Context: an optimization exercise on an open-source flow, tuned for a short achievable clock period and few clock cycles. The choices shown serve that exercise and are no tape-out recipe. RTL that was checked went through simulation tests only; none was proved equivalent to the original. Power figures rest on the tool's default switching activity, not on a simulated workload.

Design rv32i_core, start of the top module:
module rv32i_core (
    input  logic Rst,
    input  logic Clk,
    output logic [31:0] imem_addr,
    input  logic [31:0] imem_rdata,
    output logic        dmem_re,
    output logic        dmem_we,
    output logic [1:0]  dmem_size,
    output logic [31:0] dmem_addr,
    output logic [31:0] dmem_wdata,
    input  logic [31:0] dmem_rdata,
    output logic        retire_valid,
    output logic [31:0] retire_pc,
    output logic        retire_we,
    output logic [4:0]  retire_rd,
    output logic [31:0] retire_wdata
);
Size: ~2400 flip-flops, roughly 240 I/O pins, about 0.11 mm2 of cells after synthesis.
export LEC_CHECK = 0
export ABC_CLOCK_PERIOD_IN_PS = 3500
export CAP_MARGIN = 30
export CORE_MARGIN = 2
export CORE_UTILIZATION = 40
export GPL_TIMING_DRIVEN = 1
export SLEW_MARGIN = 20
create_clock -name core_clock -period 12.0 [get_ports {Clk}]
standard.sh (not shown) runs the stock make flow with config.mk's settings and CLKGATE_MAP_FILE= SYNTH_SCRIPT=/design/flow/synth_recipe.tcl, a recipe that flattens the netlist after the stock synthesis.
==> flow/flow/run.sh <==
#!/bin/bash
set -euo pipefail
bash standard.sh SETUP_SLACK_MARGIN=8.5 TNS_END_PERCENT=100 finish > standard_flow.log 2>&1
The baseline produced a clean layout.
==> next run, changes <==
==> flow/run.sh (new file) <==
#!/bin/bash
# synth_recipe.tcl (not shown) runs the flow's synth.tcl, then flattens the netlist and writes it again
# the make line also repeats each setting of config.mk as NAME=value (left out here)
make -C /OpenROAD-flow-scripts/flow DESIGN_CONFIG=/design/flow/config.mk WORK_HOME=/design/flow/orfs CLKGATE_MAP_FILE= SYNTH_SCRIPT=/design/flow/synth_recipe.tcl finish
--- a/flow/config.mk
+++ b/flow/config.mk
@@ -12,0 +13 @@
+export SETUP_SLACK_MARGIN = 5
removed: flow/flow/run.sh
removed: flow/standard.sh
The changed run completed without violations.
Power falls by 8.5%.
Routed wire length falls by 8.2%.
Area after synthesis is unchanged.
Register-to-register slack got worse by 2100 ps.
Synthesized cell count stays the same.
Final area falls by 7.4%.
Worst hold slack improved by 4.0 ps.
Sequential power hardly moves.
Function was not checked in any run of this note: the RTL went through the layout flow alone.

========
indigo:
Another version of the RTL of rv32i_core (not shown whole).
For scale: about 2200 flip-flops, about 240 I/O pins.
==> flow/config.mk <==
export PLATFORM = sky130hd
export DESIGN_NAME = rv32i_core
export DESIGN_NICKNAME = rv32i_core
export VERILOG_FILES = /design/flow/design.v
export SDC_FILE = /design/flow/constraint.sdc
export NUM_CORES = 8
export LEC_CHECK = 0
export ABC_CLOCK_PERIOD_IN_PS = 3500
export CAP_MARGIN = 30
export CORE_MARGIN = 2
export CORE_UTILIZATION = 55
export GPL_TIMING_DRIVEN = 1
export SLEW_MARGIN = 20
==> flow/constraint.sdc <==
create_clock -name core_clock -period 12.0 [get_ports {Clk}]
set_input_delay 2.4000 -clock core_clock [delete_from_list [all_inputs] [get_ports {Clk}]]
set_output_delay 2.4000 -clock core_clock [all_outputs]
set_load 0.01 [all_outputs]
==> flow/flow/run.sh <==
#!/bin/bash
set -euo pipefail
export MOVE_PATTERNS='ret_* st_m* re_m* sz_m* sd_m*'
bash standard.sh SETUP_SLACK_MARGIN=8.5 TNS_END_PERCENT=100 MATCH_CELL_FOOTPRINT=0 \
  POST_RESIZE_TCL=$PWD/flow/post_rsz.tcl finish > standard_flow.log 2>&1
==> flow/flow/post_rsz.tcl <==
# Move each flip-flop that drives only an output port's buffer, and whose name
# matches one of MOVE_PATTERNS, next to that buffer (detailed placement then
# legalizes it).
set block [ord::get_db_block]
set moved 0
foreach port [get_ports -filter "direction == output"] {
  set pnet [get_nets [get_full_name $port]]
  foreach drv [get_pins -of_objects $pnet -filter "direction == output"] {
    set buf [get_cells -of_objects $drv]
    set bin [get_pins -of_objects $buf -filter "direction == input"]
    set inet [get_nets -of_objects $bin]
    if {[llength [get_pins -of_objects $inet]] != 2} { continue }
    foreach d2 [get_pins -of_objects $inet -filter "direction == output"] {
      set ff [get_cells -of_objects $d2]
      if {[llength [get_pins -of_objects $ff -filter "name == CLK"]] != 1} { continue }
      set name [get_full_name $ff]
      set hit 0
      foreach pat $::env(MOVE_PATTERNS) { if {[string match $pat $name]} { set hit 1 } }
      if {!$hit} { continue }
      set bi [sta::sta_to_db_inst $buf]
      set fi [sta::sta_to_db_inst $ff]
      lassign [$bi getLocation] x y
      $fi setLocation $x $y
      incr moved
    }
  }
}
puts "post_rsz: moved $moved output flip-flops next to their port buffers"
estimate_parasitics -placement
Testbench counts of indigo, summed over its fixed seeds: cycles 843,059.
The following lists how ember was set up differently from indigo:
# indigo
export LEC_CHECK = 0
export ABC_CLOCK_PERIOD_IN_PS = 3500
export CAP_MARGIN = 30
export CORE_MARGIN = 2
export CORE_UTILIZATION = 55
export GPL_TIMING_DRIVEN = 1
export SLEW_MARGIN = 20
create_clock -name core_clock -period 12.0 [get_ports {Clk}]
# ember
export LEC_CHECK = 0
export ABC_CLOCK_PERIOD_IN_PS = 3500
export CAP_MARGIN = 30
export CORE_MARGIN = 2
export CORE_UTILIZATION = 40
export GPL_TIMING_DRIVEN = 1
export SLEW_MARGIN = 20
create_clock -name core_clock -period 12.0 [get_ports {Clk}]
[summary]
Met1 track demand over resource in ember vs indigo: down 12 points
Between ember and indigo, half-perimeter wire length of the detailed placement result is lower for indigo, ember comes in above that.
Between ember and indigo, the worst hold slack across all endpoints figures differ only marginally.
The lower number of global-route vias before repair came out of indigo.
ember vs indigo — total power climbed by a few percent
indigo → ember: final area rose by 2.4%, global-route track usage on met2 fell by 16 points.
For indigo, the capture point of the critical path was rdr_m$_DFF_PP0_, unlike ember, where it was retire_valid.
diff inputs: ember => raven
# ember
export LEC_CHECK = 0
export ABC_CLOCK_PERIOD_IN_PS = 3500
export CAP_MARGIN = 30
export CORE_MARGIN = 2
export CORE_UTILIZATION = 40
export GPL_TIMING_DRIVEN = 1
export SLEW_MARGIN = 20
create_clock -name core_clock -period 12.0 [get_ports {Clk}]
# raven
export LEC_CHECK = 0
export ABC_CLOCK_PERIOD_IN_PS = 3500
export CAP_MARGIN = 30
export CORE_MARGIN = 2
export CORE_UTILIZATION = 50
export GPL_TIMING_DRIVEN = 1
export SLEW_MARGIN = 20
create_clock -name core_clock -period 12.0 [get_ports {Clk}]
## What came out
- raven: period utilization 0.38 points above ember
- Of ember and raven, the run reporting the higher count of placed standard cells including taps was ember.
- Sort ember and raven by share of power burned in combinational logic, descending, and ember comes first.
- Relative to ember, the count of nets after finishing measured on raven has decreased slightly.
- Routed length on met3 for raven: 5500 microns down relative to ember
- Re worst hold slack: raven is 0.0039 ns up on ember.
- Final wirelength went down by a few percent going from ember to raven.
- ~same largest stage delay on the critical path in ember and raven
- Taking ember as the reference point, the number of instances resized during post-cts repair of raven falls by 174.
- The fraction of area in clock buffers and inverters was comparable across ember and raven.
- The fraction of area in registers number comes out higher for raven vs ember.

[what the ideal ports hide]
No port has a modelled driver above. Below, the same layouts with a new extraction and two added sets of constraints. Step 1 (the two cells are an assumption about what drives the block):
set clk [get_ports {Clk}]
set_driving_cell -lib_cell sky130_fd_sc_hd__clkbuf_16 $clk
set_driving_cell -lib_cell sky130_fd_sc_hd__buf_2 [delete_from_list [all_inputs] $clk]
Step 2 adds t to the input delays and takes it off the output delays; t is the mean of the earliest and latest rising clock arrival at the registers after step 1. Input paths then give back, and output paths get back, about the clock's delay inside the block. a / b / c = ideal ports / drivers / drivers and shift; a / b = the first two.
run	t, ns	setup WS [ns]	hold slack, ns	clock arrival spread, ns	worst data-port slew with drivers (ns)
the first run of note 1	0.992	7.280 / 7.280 / 7.280	0.321 / 0.321 / 0.321	0.115 / 0.115	0.16
the second run of note 1	1.014	5.147 / 5.147 / 5.147	0.325 / 0.325 / 0.325	0.113 / 0.113	0.13
indigo	0.943	8.160 / 8.131 / 7.447	0.321 / 0.321 / 0.321	0.038 / 0.038	0.18
ember	0.954	8.231 / 8.134 / 7.547	0.322 / 0.322 / 0.322	0.111 / 0.111	0.24
raven	0.969	8.185 / 8.107 / 7.406	0.325 / 0.325 / 0.325	0.064 / 0.063	0.22
After both steps every run listed still meets setup and hold. The setup slack of raven, which loses most, moves by -0.078 ns with the drivers and by -0.779 ns with both steps.
